From an optimization exercise on the open Yosys and OpenROAD flow, aimed at small area and a short achievable clock period; shortcuts taken in it are not production practice. No driver is modelled on the clock port, so clock power and skew are understated where the tree is cut down; a real chip needs a root buffer or a tree. Power is estimated from default activity; no workload was simulated.

==> flow/design.v (excerpt) <==
module adder_top (
    input         clk,
    input  [63:0] a,
    input  [63:0] b,
    input         cin,
    output [63:0] sum,
    output        cout
);
==> flow/config.mk <==
export PLATFORM = sky130hd
export DESIGN_NAME = adder_top
export DESIGN_NICKNAME = adder_top
export VERILOG_FILES = /design/flow/design.v
export SDC_FILE = /design/flow/constraint.sdc
export NUM_CORES = 4
export LEC_CHECK = 0
export ABC_CLOCK_PERIOD_IN_PS = 1500
export CAP_MARGIN = 20
export CORE_MARGIN = 2
export CORE_UTILIZATION = 40
export PLACE_DENSITY = 0.6
export SETUP_SLACK_MARGIN = 1.1
export SLEW_MARGIN = 20
export SYNTH_HIERARCHICAL = 1
==> flow/constraint.sdc <==
create_clock -name core_clock -period 3.1 [get_ports {clk}]
set_input_delay 0.6200 -clock core_clock [delete_from_list [all_inputs] [get_ports {clk}]]
set_output_delay 0.6200 -clock core_clock [all_outputs]
set_load 0.01 [all_outputs]
run.sh (not shown) runs the stock make flow with config.mk's settings and CLKGATE_MAP_FILE= SYNTH_SCRIPT=/design/flow/synth_recipe.tcl, a recipe that flattens the netlist after the stock synthesis.
Next try:
==> flow/flow/run.sh (new file) <==
#!/bin/bash
# Layout: the standard ORFS flow, with the input and output ports buffered
# by a plain buffer (buf_2) instead of the cell buffer_ports picks on its own.
set -euo pipefail
bash standard.sh BUFFER_PORTS_ARGS="-buffer_cell sky130_fd_sc_hd__buf_2" finish > flow_make.log 2>&1
==> flow/standard.sh (new file) <==
#!/bin/bash
# synth_recipe.tcl (not shown) runs the flow's synth.tcl, then flattens the netlist and writes it again
# the make line also repeats each setting of config.mk as NAME=value (left out here)
make -C /OpenROAD-flow-scripts/flow DESIGN_CONFIG=/design/flow/config.mk WORK_HOME=/design/flow/orfs CLKGATE_MAP_FILE= SYNTH_SCRIPT=/design/flow/synth_recipe.tcl "${@:-finish}"
ABC_CLOCK_PERIOD_IN_PS = 1000   (was 1500)
CORE_UTILIZATION = 65   (was 40)
PLACE_DENSITY = 0.85   (was 0.6)
SETUP_SLACK_MARGIN = 1.4   (was 1.1)
removed: flow/run.sh
Result: The changed run died in 5_1_grt, error GRT-0232. Synthesized cell count stays the same. Area after synthesis stays the same.
Function was not checked in any run of this note: the RTL went through the layout flow alone.

========
Setup of job 9190:
Another version of the RTL of adder_top (not shown whole).
Size in the first run: roughly 790 cells after synthesis, about 190 flip-flops, ~200 I/O pins, ~7700 µm² of cells after synthesis.
export LEC_CHECK = 0
export ABC_CLOCK_PERIOD_IN_PS = 1500
export CAP_MARGIN = 20
export CORE_MARGIN = 2
export CORE_UTILIZATION = 55
export PLACE_DENSITY = 0.8
export SETUP_SLACK_MARGIN = 1.4
export SLEW_MARGIN = 20
export SYNTH_HIERARCHICAL = 1
create_clock -name core_clock -period 3.1 [get_ports {clk}]
standard.sh (not shown) runs the stock make flow with config.mk's settings and CLKGATE_MAP_FILE= SYNTH_SCRIPT=/design/flow/synth_recipe.tcl, a recipe that flattens the netlist after the stock synthesis.
==> flow/flow/run.sh <==
#!/bin/bash
# Layout: the standard ORFS flow (standard.sh) with two changes:
#  - the input and output ports are buffered by buf_1 (buffer_ports -buffer_cell);
#  - after clock tree synthesis, flow/clocktree.tcl replaces the clock tree with
#    a two-level one (see its header); timing repair then runs after global
#    routing, on the new tree.
# make's full output goes to flow_make.log; each ORFS step logs to orfs/logs/.
set -euo pipefail
here=$(pwd)
bash standard.sh \
  BUFFER_PORTS_ARGS="-buffer_cell sky130_fd_sc_hd__buf_1" \
  SKIP_CTS_REPAIR_TIMING=1 \
  POST_CTS_TCL="$here/flow/clocktree.tcl" \
  finish > flow_make.log 2>&1
Other scripts of this flow, unchanged in this note and not shown: flow/flow/clocktree.tcl
Job 9190 completed every stage of the flow, and the final layout passed the timing, design-rule and antenna checks.
> inputs changed (job 9190 -> job 8435)
- CORE_UTILIZATION: 55 -> 40
- PLACE_DENSITY: 0.8 -> 0.85
### Flow results
- The achievable clock frequency of job 8435 was superior to that of job 9190.
- Taking job 9190 as the reference, in job 8435 routed wire length lower, smallest setup slack after layout higher, final cell count higher, post-placement worst setup slack lower.
Inputs modified between job 8435 and job 3252:
- PLACE_DENSITY now 0.6, was 0.85
-- flow/flow/run.sh --
<<< job 8435, line 1
#!/bin/bash
# Layout: the standard ORFS flow (standard.sh) with two changes:
#  - the input and output ports are buffered by buf_1 (buffer_ports -buffer_cell);
>>> job 3252, line 1
#!/bin/bash
# Layout: the standard ORFS flow (standard.sh) with three changes:
#  - flow/pins.tcl places the ports as a bit-sliced datapath (operands on the
#    bottom edge, results on the top edge, both in bit order);
#  - the input and output ports are buffered by buf_1 (buffer_ports -buffer_cell);
<<< job 8435, line 11
  BUFFER_PORTS_ARGS="-buffer_cell sky130_fd_sc_hd__buf_1" \
  SKIP_CTS_REPAIR_TIMING=1 \
>>> job 3252, line 13
  BUFFER_PORTS_ARGS="-buffer_cell sky130_fd_sc_hd__buf_1" \
  PRE_IO_PLACEMENT_TCL="$here/flow/pins.tcl" \
  SKIP_CTS_REPAIR_TIMING=1 \
==> flow/flow/pins.tcl (new file) <==
# PRE_IO_PLACEMENT hook: lay the ports out as a bit-sliced datapath.  The die
# width is cut into 66 equal slots; slot 0 holds cin, slot i+1 holds a[i] and
# b[i] on the bottom edge and sum[i] on the top edge, slot 65 holds cout on
# the top edge.  The clock goes on the left edge.  place_pins then picks the
# exact legal positions inside each slot.
set die [[ord::get_db_block] getDieArea]
set x0 [expr { [$die xMin] / 1000.0 + 3.0 }]
set x1 [expr { [$die xMax] / 1000.0 - 3.0 }]
set step [expr { ($x1 - $x0) / 66.0 }]
proc pins_slot { x0 step k } {
  set a [expr { $x0 + $k * $step }]
  return [format "%.3f-%.3f" $a [expr { $a + $step }]]
}
set_io_pin_constraint -pin_names {cin} -region bottom:[pins_slot $x0 $step 0]
for { set i 0 } { $i < 64 } { incr i } {
  set r [pins_slot $x0 $step [expr { $i + 1 }]]
  set_io_pin_constraint -pin_names [list "a\[$i\]" "b\[$i\]"] -region bottom:$r
  set_io_pin_constraint -pin_names [list "sum\[$i\]"] -region top:$r
}
set_io_pin_constraint -pin_names {cout} -region top:[pins_slot $x0 $step 65]
set_io_pin_constraint -pin_names {clk} -region left:*
==> comparison <==
The utilization reported for job 3252 is greater than that of job 8435 by 3.1 points.
Job 3252 reports a lower sequential fraction of design power than job 8435 does.
Relative to job 8435, share of the clock period used by the worst path after layout increased by 3.4 points in job 3252.
Where minimum clock period is concerned, job 8435 is better than job 3252.
Final hold slack for job 3252: 0.075 ns up relative to job 8435
Cmp job 3252 and job 8435 / worst setup timing slack at the placement stage / higher: job 8435
## Diff of input files: job 3048 against job 3252
- a change of SETUP_SLACK_MARGIN from 1.4 to 1.5
==> flow/flow/run.sh <==
#!/bin/bash
# Layout: the standard ORFS flow (standard.sh) with two changes:
#  - the input and output ports are buffered by buf_1 (buffer_ports -buffer_cell);
#  - after clock tree synthesis, flow/clocktree.tcl replaces the clock tree with
#    a two-level one (see its header); timing repair then runs after global
#    routing, on the new tree.
# make's full output goes to flow_make.log; each ORFS step logs to orfs/logs/.
set -euo pipefail
here=$(pwd)
bash standard.sh \
  BUFFER_PORTS_ARGS="-buffer_cell sky130_fd_sc_hd__buf_1" \
  SKIP_CTS_REPAIR_TIMING=1 \
  POST_CTS_TCL="$here/flow/clocktree.tcl" \
  finish > flow_make.log 2>&1
removed: flow/flow/pins.tcl
[summary]
Worst hold-check path type = register to register: job 3048; worst hold-check path type = primary input to register: job 3252. Clock insertion delay at the later pin of the skew report came out higher on job 3048 than on job 3252. NOTE: met2 global-route usage in job 3048 falls short of that of job 3252. Higher overall global routing resource usage among job 3252 and job 3048: job 3252. Job 3048 has more setup slack than job 3252. Compared to job 3252, job 3048 leaves more free space in the core. In the tables for job 3252 and job 3048, top achievable clock speed reads lower with job 3252. When job 3048 is set beside job 3252, its buffers plus inverters on the worst setup path turns out to be 1 smaller. Longest individual stage delay on the worst path of job 3252 is on par with job 3048. Going from job 3252 to job 3048, the total power consumption of the routed design was found to have gone down by 2.2%. Cmp job 3048 vs job 3252: global placer's final weighted congestion lower in job 3048. As of job 3048, routed wire length had fallen by more than a quarter compared to job 3252.
No run of this note included a check of the RTL's function; only the layout flow was run. No run of this note takes its clock network from TritonCTS; it comes from the design's own scripts or RTL.

==> afterwards: timing with drivers on the ports <==
The flow's constraints put no driver on any port. The routed layouts listed below were extracted and timed again, unchanged, in two steps.
Step 1: set_driving_cell puts a clkbuf_16 on clk and a buf_2 on each other input, an assumption about the parent block.
Step 2 moves the port delays by t, midway between the first and last clock arrival at a register: inputs arrive t later, outputs are due t later. That takes back most of the time a late clock gives input paths.
Three values: no drivers, after step 1, after step 2; two values: the first two.
run	shift t [ns]	setup WS [ns]	hold WS [ns]	worst setup path after step 2	latest minus earliest clock arrival (ns)
the first run of note 1	0.478	1.131 / 1.086 / 1.136	0.547 / 0.547 / 0.547	register to register	0.013 / 0.014
job 9190	0.402	1.225 / 1.225 / 1.225	0.363 / 0.363 / 0.363	register to register	0.103 / 0.103
job 8435	0.404	1.293 / 1.294 / 1.294	0.349 / 0.349 / 0.349	register to register	0.094 / 0.094
job 3252	0.388	1.187 / 1.188 / 1.188	0.424 / 0.359 / 0.437	register to register	0.067 / 0.066
job 3048	0.397	1.317 / 1.317 / 1.317	0.355 / 0.355 / 0.355	register to register	0.102 / 0.103
After both steps setup and hold are still met in every run listed.
